Source: an optimization exercise on an open RTL-to-GDS flow (aim: small area). Production flows keep margins and buffers that such runs may drop.
Function was checked by simulation only, so behaviour that the tests miss may differ from the original.
The flow treats the clock pin as an ideal source, which a real chip does not have.
Power figures rest on the tool's default switching activity, not on a simulated workload.

Design arm, start of the top module:
module arm
    #(parameter DATA_WIDTH = 32, parameter DATA_CAPACITY = 16)
    (
    input  logic clk,
    input  logic reset,
    input  logic [31:0] i_Instruction,
    output logic [31:0] o_PC,
    output logic [31:0] o_Output,
    output logic [31:0] o_R0,
    output logic [31:0] o_R1,
    output logic [31:0] o_R2,
    output logic [31:0] o_R3,
    output logic [31:0] o_R4,
    output logic [31:0] o_R5,
    output logic [31:0] o_R6,
    output logic [31:0] o_R7,
    output logic [31:0] o_R8,
    output logic [31:0] o_R9,
    output logic [31:0] o_R10,
    output logic [31:0] o_R11,
    output logic [31:0] o_R12,
    output logic [31:0] o_R13,
    output logic [31:0] o_R14,
    output logic [31:0] o_R15,
    output logic [31:0] o_D0,
    output logic [31:0] o_D1,
    output logic [31:0] o_D2,
    output logic [31:0] o_D3,
    output logic [31:0] o_D4,
    output logic [31:0] o_D5,
    output logic [31:0] o_D6,
    output logic [31:0] o_D7,
    output logic [31:0] o_D8,
    output logic [31:0] o_D9,
    output logic [31:0] o_D10,
    output logic [31:0] o_D11,
    output logic [31:0] o_D12,
    output logic [31:0] o_D13,
    output logic [31:0] o_D14,
    output logic [31:0] o_D15
    );
export LEC_CHECK = 0
export CAP_MARGIN = 10
export CORE_AREA = 50 50 340 340
export DIE_AREA = 0 0 390 390
export SLEW_MARGIN = 10
export SYNTH_HIERARCHICAL = 1
create_clock -name core_clock -period 20.0 [get_ports {clk}]
standard.sh (not shown) runs the stock make flow with config.mk's settings and CLKGATE_MAP_FILE= SYNTH_SCRIPT=/design/flow/synth_recipe.tcl, a recipe that flattens the netlist after the stock synthesis.
==> flow/flow/run.sh <==
#!/bin/bash
# Layout flow: the standard ORFS flow (standard.sh) with these changes:
#  - synthesis runs my_synth.tcl, which is synth_recipe.tcl with ABC mapping
#    the logic by abc_map.script (area-oriented) instead of the speed script;
#    the flip-flops are mapped exactly as in the standard synthesis;
#  - the port buffers use the smallest buffer cell instead of the resizer's
#    default choice (every port still gets its own buffer);
#  - clock tree synthesis uses small clock buffers with bounded sink clusters
#    and inserts no dummy load cells;
#  - after clock tree synthesis, downsize.tcl returns gates and buffers that
#    earlier repair steps sized up to smaller drive strengths where slew,
#    capacitance and setup slack allow, and gives strength-0 gates the
#    same-area strength-1 cell.
# make's output goes to standard_flow.log; each ORFS step logs under orfs/logs.
set -euo pipefail
export MY_ABC_SCRIPT="$PWD/flow/abc_map.script"
export DOWNSIZE_SLEW_MARGIN=20
export DOWNSIZE_MIN_SLACK=3.0
bash standard.sh \
  "SYNTH_SCRIPT=$PWD/flow/my_synth.tcl" \
  "BUFFER_PORTS_ARGS=-buffer_cell sky130_fd_sc_hd__buf_1" \
  "CTS_ARGS=-sink_clustering_enable -repair_clock_nets -buf_list sky130_fd_sc_hd__clkbuf_4 -sink_clustering_size 8 -sink_clustering_max_diameter 60 -dont_use_dummy_load" \
  "POST_CTS_TCL=$PWD/flow/downsize.tcl" \
  finish > standard_flow.log 2>&1
==> flow/flow/downsize.tcl <==
# Area recovery after clock tree synthesis (run as ORFS's POST_CTS_TCL hook).
# Earlier repair steps size gates and buffers up, and a buffer inserted later
# can make an earlier upsizing unnecessary. Each combinational gate or buffer
# above drive strength 1 (flip-flops and clock-tree cells are left alone) is
# tried at the smaller drive strengths of the same cell (same function and
# pins); the smallest one is kept if every load of its output net still sees
# a slew within DOWNSIZE_SLEW_MARGIN percent of the library limit, no
# capacitance or slew limit is newly violated, the gate's own setup slack
# stays above DOWNSIZE_MIN_SLACK ns (gates on or near the critical paths are
# not touched) and the worst setup slack does not drop. Gates of drive
# strength 0 whose strength-1 version has the same area take that version.
if {![info exists ::env(DOWNSIZE_SLEW_MARGIN)]} { set ::env(DOWNSIZE_SLEW_MARGIN) 20 }
if {![info exists ::env(DOWNSIZE_MIN_SLACK)]} { set ::env(DOWNSIZE_MIN_SLACK) 3.0 }
set db [ord::get_db]
set block [ord::get_db_block]
set slew_limit [expr {1.5 * (1.0 - $::env(DOWNSIZE_SLEW_MARGIN) / 100.0)}]
estimate_parasitics -placement
set wns0 [sta::worst_slack -max]
set wns_floor $wns0
set min_slack $::env(DOWNSIZE_MIN_SLACK)
set nslew0 [sta::max_slew_violation_count]
set ncap0 [sta::max_capacitance_violation_count]

proc out_slack {inst} {
  set slack 1e9
  set cell [sta::find_instance [$inst getName]]
  foreach p [get_pins -of_objects $cell] {
    if {[get_property $p direction] eq "output"} {
      set s [get_property $p slack_max]
      if {$s ne "" && $s < $slack} { set slack $s }
    }
  }
  return $slack
}

proc out_net_slew_ok {inst limit} {
  set cell [sta::find_instance [$inst getName]]
  foreach p [get_pins -of_objects $cell] {
    if {[get_property $p direction] ne "output"} continue
    set net [get_nets -of_objects $p]
    foreach q [get_pins -of_objects $net] {
      foreach e {slew_max_rise slew_max_fall} {
        if {[get_property $q $e] > $limit} { return 0 }
      }
    }
  }
  return 1
}

set faster 0
foreach inst [$block getInsts] {
  set master [$inst getMaster]
  if {[$master getType] ne "CORE"} continue
  set name [$master getName]
  if {[string match "*__df*" $name] || [string match "*__clk*" $name]} continue
  if {![regexp {^(.*)_0$} $name -> base]} continue
  set one [$db findMaster ${base}_1]
  if {$one eq "NULL"} continue
  if {[$one getWidth] == [$master getWidth] && [$one getHeight] == [$master getHeight]} {
    $inst swapMaster $one
    incr faster
  }
}
set wns0 [sta::worst_slack -max]
set wns_floor $wns0

set tried 0; set kept 0; set saved 0.0
foreach inst [$block getInsts] {
  set master [$inst getMaster]
  if {[$master getType] ne "CORE"} continue
  set name [$master getName]
  if {[string match "*__df*" $name] || [string match "*__clk*" $name]} continue
  if {![regexp {^(.*)_([0-9]+)$} $name -> base size]} continue
  if {$size <= 1} continue
  if {[out_slack $inst] < $min_slack} continue
  incr tried
  set area0 [expr {[$master getWidth] * [$master getHeight]}]
  foreach s {1 2 4 6 8} {
    if {$s >= $size} break
    set cand [$db findMaster ${base}_$s]
    if {$cand eq "NULL"} continue
    $inst swapMaster $cand
    if {[out_net_slew_ok $inst $slew_limit]
        && [sta::max_slew_violation_count] <= $nslew0
        && [sta::max_capacitance_violation_count] <= $ncap0
        && [out_slack $inst] >= $min_slack
        && [sta::worst_slack -max] >= $wns_floor} {
      incr kept
      set saved [expr {$saved + ($area0 - [$cand getWidth] * [$cand getHeight]) / 1e6}]
      break
    }
    $inst swapMaster $master
  }
}
puts "downsize: $faster gates to the same-area strength 1; tried $tried gates, kept $kept smaller, [format %.1f $saved] um2, worst slack [format %.3f $wns0] -> [format %.3f [sta::worst_slack -max]]"
Other scripts of this flow, unchanged in this note and not shown: flow/flow/abc_map.script, flow/flow/my_synth.tcl
The first run ran to the end with no violations.
Rerun with:
--- a/flow/flow/run.sh
+++ b/flow/flow/run.sh
@@ -12,2 +12 @@
-#    capacitance and setup slack allow, and gives strength-0 gates the
-#    same-area strength-1 cell.
+#    capacitance and setup slack allow.
@@ -18 +16,0 @@
-export DOWNSIZE_MIN_SLACK=3.0
--- a/flow/flow/downsize.tcl
+++ b/flow/flow/downsize.tcl
@@ -8,4 +8,2 @@
-# capacitance or slew limit is newly violated, the gate's own setup slack
-# stays above DOWNSIZE_MIN_SLACK ns (gates on or near the critical paths are
-# not touched) and the worst setup slack does not drop. Gates of drive
-# strength 0 whose strength-1 version has the same area take that version.
+# capacitance or slew limit is newly violated, and the worst setup slack
+# drops by no more than 0.1 ns in all.
@@ -13 +10,0 @@
-if {![info exists ::env(DOWNSIZE_MIN_SLACK)]} { set ::env(DOWNSIZE_MIN_SLACK) 3.0 }
@@ -19,2 +16 @@
-set wns_floor $wns0
-set min_slack $::env(DOWNSIZE_MIN_SLACK)
+set wns_floor [expr {$wns0 - 0.1}]
@@ -23,12 +18,0 @@
-
-proc out_slack {inst} {
-  set slack 1e9
-  set cell [sta::find_instance [$inst getName]]
-  foreach p [get_pins -of_objects $cell] {
-    if {[get_property $p direction] eq "output"} {
-      set s [get_property $p slack_max]
-      if {$s ne "" && $s < $slack} { set slack $s }
-    }
-  }
-  return $slack
-}
@@ -50,17 +33,0 @@
-set faster 0
-foreach inst [$block getInsts] {
-  set master [$inst getMaster]
-  if {[$master getType] ne "CORE"} continue
-  set name [$master getName]
-  if {[string match "*__df*" $name] || [string match "*__clk*" $name]} continue
-  if {![regexp {^(.*)_0$} $name -> base]} continue
-  set one [$db findMaster ${base}_1]
-  if {$one eq "NULL"} continue
-  if {[$one getWidth] == [$master getWidth] && [$one getHeight] == [$master getHeight]} {
-    $inst swapMaster $one
-    incr faster
-  }
-}
-set wns0 [sta::worst_slack -max]
-set wns_floor $wns0
-
@@ -75 +41,0 @@
-  if {[out_slack $inst] < $min_slack} continue
@@ -86 +51,0 @@
-        && [out_slack $inst] >= $min_slack
@@ -95 +60 @@
-puts "downsize: $faster gates to the same-area strength 1; tried $tried gates, kept $kept smaller, [format %.1f $saved] um2, worst slack [format %.3f $wns0] -> [format %.3f [sta::worst_slack -max]]"
+puts "downsize: tried $tried gates, kept $kept smaller, [format %.1f $saved] um2, worst slack [format %.3f $wns0] -> [format %.3f [sta::worst_slack -max]]"
Clock-buffer cell count stays the same.
Worst setup slack loses 1.2 ns.
Power barely changes.
Synthesized cell count is unchanged.


== yarrow ==
Another version of the RTL of arm (not shown whole).
For scale: about 3400 cells after synthesis, about 1000 flip-flops, ~1100 I/O pins.
==> flow/config.mk <==
export PLATFORM = sky130hd
export DESIGN_NAME = arm
export DESIGN_NICKNAME = arm
export VERILOG_FILES = /design/flow/design.v
export SDC_FILE = /design/flow/constraint.sdc
export NUM_CORES = 8
export LEC_CHECK = 0
export CAP_MARGIN = 20
export CORE_AREA = 50 50 340 340
export DIE_AREA = 0 0 390 390
export SLEW_MARGIN = 20
export SYNTH_HIERARCHICAL = 1
==> flow/constraint.sdc <==
create_clock -name core_clock -period 20.0 [get_ports {clk}]
set_input_delay 4.0000 -clock core_clock [delete_from_list [all_inputs] [get_ports {clk}]]
set_output_delay 4.0000 -clock core_clock [all_outputs]
set_load 0.01 [all_outputs]
==> flow/flow/run.sh <==
#!/bin/bash
# Layout flow: the standard ORFS flow (standard.sh) with these changes:
#  - synthesis runs my_synth.tcl, which is synth_recipe.tcl with ABC mapping
#    the logic by abc_map.script (area-oriented) instead of the speed script;
#    the flip-flops are mapped exactly as in the standard synthesis;
#  - the port buffers use the smallest buffer cell instead of the resizer's
#    default choice (every port still gets its own buffer);
#  - clock tree synthesis uses small clock buffers with bounded sink clusters
#    and inserts no dummy load cells.
# make's output goes to standard_flow.log; each ORFS step logs under orfs/logs.
set -euo pipefail
export MY_ABC_SCRIPT="$PWD/flow/abc_map.script"
bash standard.sh \
  "SYNTH_SCRIPT=$PWD/flow/my_synth.tcl" \
  "BUFFER_PORTS_ARGS=-buffer_cell sky130_fd_sc_hd__buf_1" \
  "CTS_ARGS=-sink_clustering_enable -repair_clock_nets -buf_list sky130_fd_sc_hd__clkbuf_4 -sink_clustering_size 8 -sink_clustering_max_diameter 40 -dont_use_dummy_load" \
  finish > standard_flow.log 2>&1
==> flow/flow/abc_map.script <==
&get -n
&st
&dch
&nf -R 1000
&st
&syn2
&if -g -K 6
&synch2
&nf -R 1000
&st
&syn2
&if -g -K 6
&synch2
&nf -R 1000
&put
==> flow/flow/my_synth.tcl <==
# synth_recipe.tcl (the standard synthesis script) with one change: Yosys's
# abc call uses abc_map.script (ABC mapping with relaxed delay, so that it
# favours area) instead of ORFS's speed script. Everything else, including the
# flip-flop mapping, the flattening and the renaming, is as in synth_recipe.tcl.
proc synth {args} { yosys synth -nofsm -noshare {*}$args }
proc abc {args} {
  set i [lsearch -exact $args -script]
  if {$i >= 0} { lset args [expr {$i + 1}] $::env(MY_ABC_SCRIPT) }
  yosys abc {*}$args
}
source $::env(SCRIPTS_DIR)/synth.tcl
# left out here: clear keep_hierarchy, flatten, clean up, hide names made inside functions, write 1_2_yosys.v
## Diff of input files: garnet against yarrow
Settings: swapping 50 50 340 340 for 25 25 365 365 in CORE_AREA.
--- a/flow/flow/run.sh
+++ b/flow/flow/run.sh
@@ -7,5 +7,7 @@
 #    default choice (every port still gets its own buffer);
 #  - clock tree synthesis uses small clock buffers with bounded sink clusters
-#    and inserts no dummy load cells.
+#    and inserts no dummy load cells;
+#  - the resizer may not use the buffers larger than buf_2 (the platform's
+#    own don't-use cells stay don't-use).
 # make's output goes to standard_flow.log; each ORFS step logs under orfs/logs.
 set -euo pipefail
@@ -15,3 +17,4 @@
   "BUFFER_PORTS_ARGS=-buffer_cell sky130_fd_sc_hd__buf_1" \
   "CTS_ARGS=-sink_clustering_enable -repair_clock_nets -buf_list sky130_fd_sc_hd__clkbuf_4 -sink_clustering_size 8 -sink_clustering_max_diameter 40 -dont_use_dummy_load" \
+  "DONT_USE_CELLS=sky130_fd_sc_hd__probe_p_8 sky130_fd_sc_hd__probec_p_8 sky130_fd_sc_hd__lpflow_bleeder_1 sky130_fd_sc_hd__lpflow_clkbufkapwr_1 sky130_fd_sc_hd__lpflow_clkbufkapwr_16 sky130_fd_sc_hd__lpflow_clkbufkapwr_2 sky130_fd_sc_hd__lpflow_clkbufkapwr_4 sky130_fd_sc_hd__lpflow_clkbufkapwr_8 sky130_fd_sc_hd__lpflow_clkinvkapwr_1 sky130_fd_sc_hd__lpflow_clkinvkapwr_16 sky130_fd_sc_hd__lpflow_clkinvkapwr_2 sky130_fd_sc_hd__lpflow_clkinvkapwr_4 sky130_fd_sc_hd__lpflow_clkinvkapwr_8 sky130_fd_sc_hd__lpflow_decapkapwr_12 sky130_fd_sc_hd__lpflow_decapkapwr_3 sky130_fd_sc_hd__lpflow_decapkapwr_4 sky130_fd_sc_hd__lpflow_decapkapwr_6 sky130_fd_sc_hd__lpflow_decapkapwr_8 sky130_fd_sc_hd__lpflow_inputiso0n_1 sky130_fd_sc_hd__lpflow_inputiso0p_1 sky130_fd_sc_hd__lpflow_inputiso1n_1 sky130_fd_sc_hd__lpflow_inputiso1p_1 sky130_fd_sc_hd__lpflow_inputisolatch_1 sky130_fd_sc_hd__lpflow_isobufsrc_1 sky130_fd_sc_hd__lpflow_isobufsrc_16 sky130_fd_sc_hd__lpflow_isobufsrc_2 sky130_fd_sc_hd__lpflow_isobufsrc_4 sky130_fd_sc_hd__lpflow_isobufsrc_8 sky130_fd_sc_hd__lpflow_isobufsrckapwr_16 sky130_fd_sc_hd__lpflow_lsbuf_lh_hl_isowell_tap_1 sky130_fd_sc_hd__lpflow_lsbuf_lh_hl_isowell_tap_2 sky130_fd_sc_hd__lpflow_lsbuf_lh_hl_isowell_tap_4 sky130_fd_sc_hd__lpflow_lsbuf_lh_isowell_4 sky130_fd_sc_hd__lpflow_lsbuf_lh_isowell_tap_1 sky130_fd_sc_hd__lpflow_lsbuf_lh_isowell_tap_2 sky130_fd_sc_hd__lpflow_lsbuf_lh_isowell_tap_4 sky130_fd_sc_hd__buf_4 sky130_fd_sc_hd__buf_6 sky130_fd_sc_hd__buf_8 sky130_fd_sc_hd__buf_12 sky130_fd_sc_hd__buf_16" \
   finish > standard_flow.log 2>&1
## What came out
- garnet did not finish: a tool error stopped it during synthesis.
### garnet -> violet
==> flow/flow/run.sh <==
#!/bin/bash
# Layout flow: the standard ORFS flow (standard.sh) with these changes:
#  - synthesis runs my_synth.tcl, which is synth_recipe.tcl with ABC mapping
#    the logic by abc_map.script (area-oriented) instead of the speed script;
#    the flip-flops are mapped exactly as in the standard synthesis;
#  - the port buffers use the smallest buffer cell instead of the resizer's
#    default choice (every port still gets its own buffer);
#  - clock tree synthesis uses small clock buffers with bounded sink clusters
#    and inserts no dummy load cells.
# make's output goes to standard_flow.log; each ORFS step logs under orfs/logs.
set -euo pipefail
export MY_ABC_SCRIPT="$PWD/flow/abc_map.script"
bash standard.sh \
  "SYNTH_SCRIPT=$PWD/flow/my_synth.tcl" \
  "BUFFER_PORTS_ARGS=-buffer_cell sky130_fd_sc_hd__buf_1" \
  "CTS_ARGS=-sink_clustering_enable -repair_clock_nets -buf_list sky130_fd_sc_hd__clkbuf_4 -sink_clustering_size 8 -sink_clustering_max_diameter 40 -dont_use_dummy_load" \
  finish > standard_flow.log 2>&1
Results
- violet ran to completion and came out clean on the timing, DRC and antenna checks.
Input changes introduced in delta (baseline for comparison: violet):
Settings: a change of CORE_AREA from 25 25 365 365 to 50 50 340 340; a change of CAP_MARGIN from 20 to 10; a change of SLEW_MARGIN from 20 to 10.
Results
- Clock-pin slew reported for the worst setup and hold paths after clock tree synthesis was lower in violet than in delta.
- [delta vs violet] design area: lower in delta
- Looking at share of total power in combinational logic, delta sits above violet.
- Compared violet against delta; proportion of total power due to net switching within noise.
- Between violet and delta, the flow reports count of clock-buffer cells in the layout decreasing by a few percent.
- In the tables for delta and violet, placed wire-length estimate reads lower with violet.
- delta ends up with a fraction of the cycle the final worst path needs that is 2.0 points higher than in violet.
- Taking violet as the reference point, the multi-input gate share of total cell area of delta rises by 0.80 points.
- Going from violet to delta, wire length of the first global-routing pass went up by about 7%, number of instances in the synthesized netlist now sits at about the same level.
- The total track usage in delta was higher than what violet gave.
What lagoon does differently from delta at the input level:
Settings: CORE_AREA now 25 25 365 365, was 50 50 340 340; CAP_MARGIN now 5, was 10; SLEW_MARGIN now 5, was 10.
==> comparison <==
lagoon: PASS, flow complete, no timing, DRC or antenna violations. lagoon ended with more final worst clock skew than delta. Row fraction of standard cell area that is sequential: lagoon lower / delta higher. After detailed routing, delta needs more wire than lagoon. Compared with delta, lagoon ends up with a larger final cell area. Compared with delta, lagoon shows a lower global-route usage. Sort lagoon and delta by total power asc -> top: delta. lagoon vs. delta: fraction of the cycle the final worst path needs went down by 1.7 points. The lower portion of total power attributed to the clock network of lagoon and delta is in delta. Compared with delta, the detailed router inserted fewer vias in lagoon. lagoon vs. delta: post-route non-filler standard cell count now larger; via count of the first global-routing pass comparable.

-- port drivers added, routing unchanged --
The results above use ideal ports. As a check the final layouts listed here were re-extracted and re-timed, cells and wires unchanged. Step 1 (the two cells are an assumption about what drives the block):
set clk [get_ports {clk}]
set_driving_cell -lib_cell sky130_fd_sc_hd__clkbuf_16 $clk
set_driving_cell -lib_cell sky130_fd_sc_hd__buf_2 [delete_from_list [all_inputs] $clk]
Step 2, shift: input delay + t, output delay - t, t = (earliest + latest rising clock arrival at the registers) / 2. This alone moves slack from input paths to output paths. Three values: no drivers, after step 1, after step 2; two values: the first two.
run	shift t [ns]	slack for setup (ns)	worst hold slack (ns)
the first run of note 1	1.225	1.716 / 1.594 / 1.594	0.494 / 0.494 / 0.494
the second run of note 1	1.188	0.543 / 0.402 / 0.402	0.495 / 0.495 / 0.495
yarrow	1.153	0.903 / 0.843 / 0.843	0.500 / 0.500 / 0.500
violet	1.169	1.141 / 1.104 / 1.104	0.495 / 0.495 / 0.495
delta	1.224	0.736 / 0.669 / 0.669	0.503 / 0.503 / 0.503
lagoon	1.122	1.082 / 1.045 / 1.045	0.495 / 0.495 / 0.495
After both steps every run listed still meets setup and hold. For the second run of note 1, which loses most, drivers alone change the setup slack by -0.141 ns; drivers and shift together by -0.141 ns.
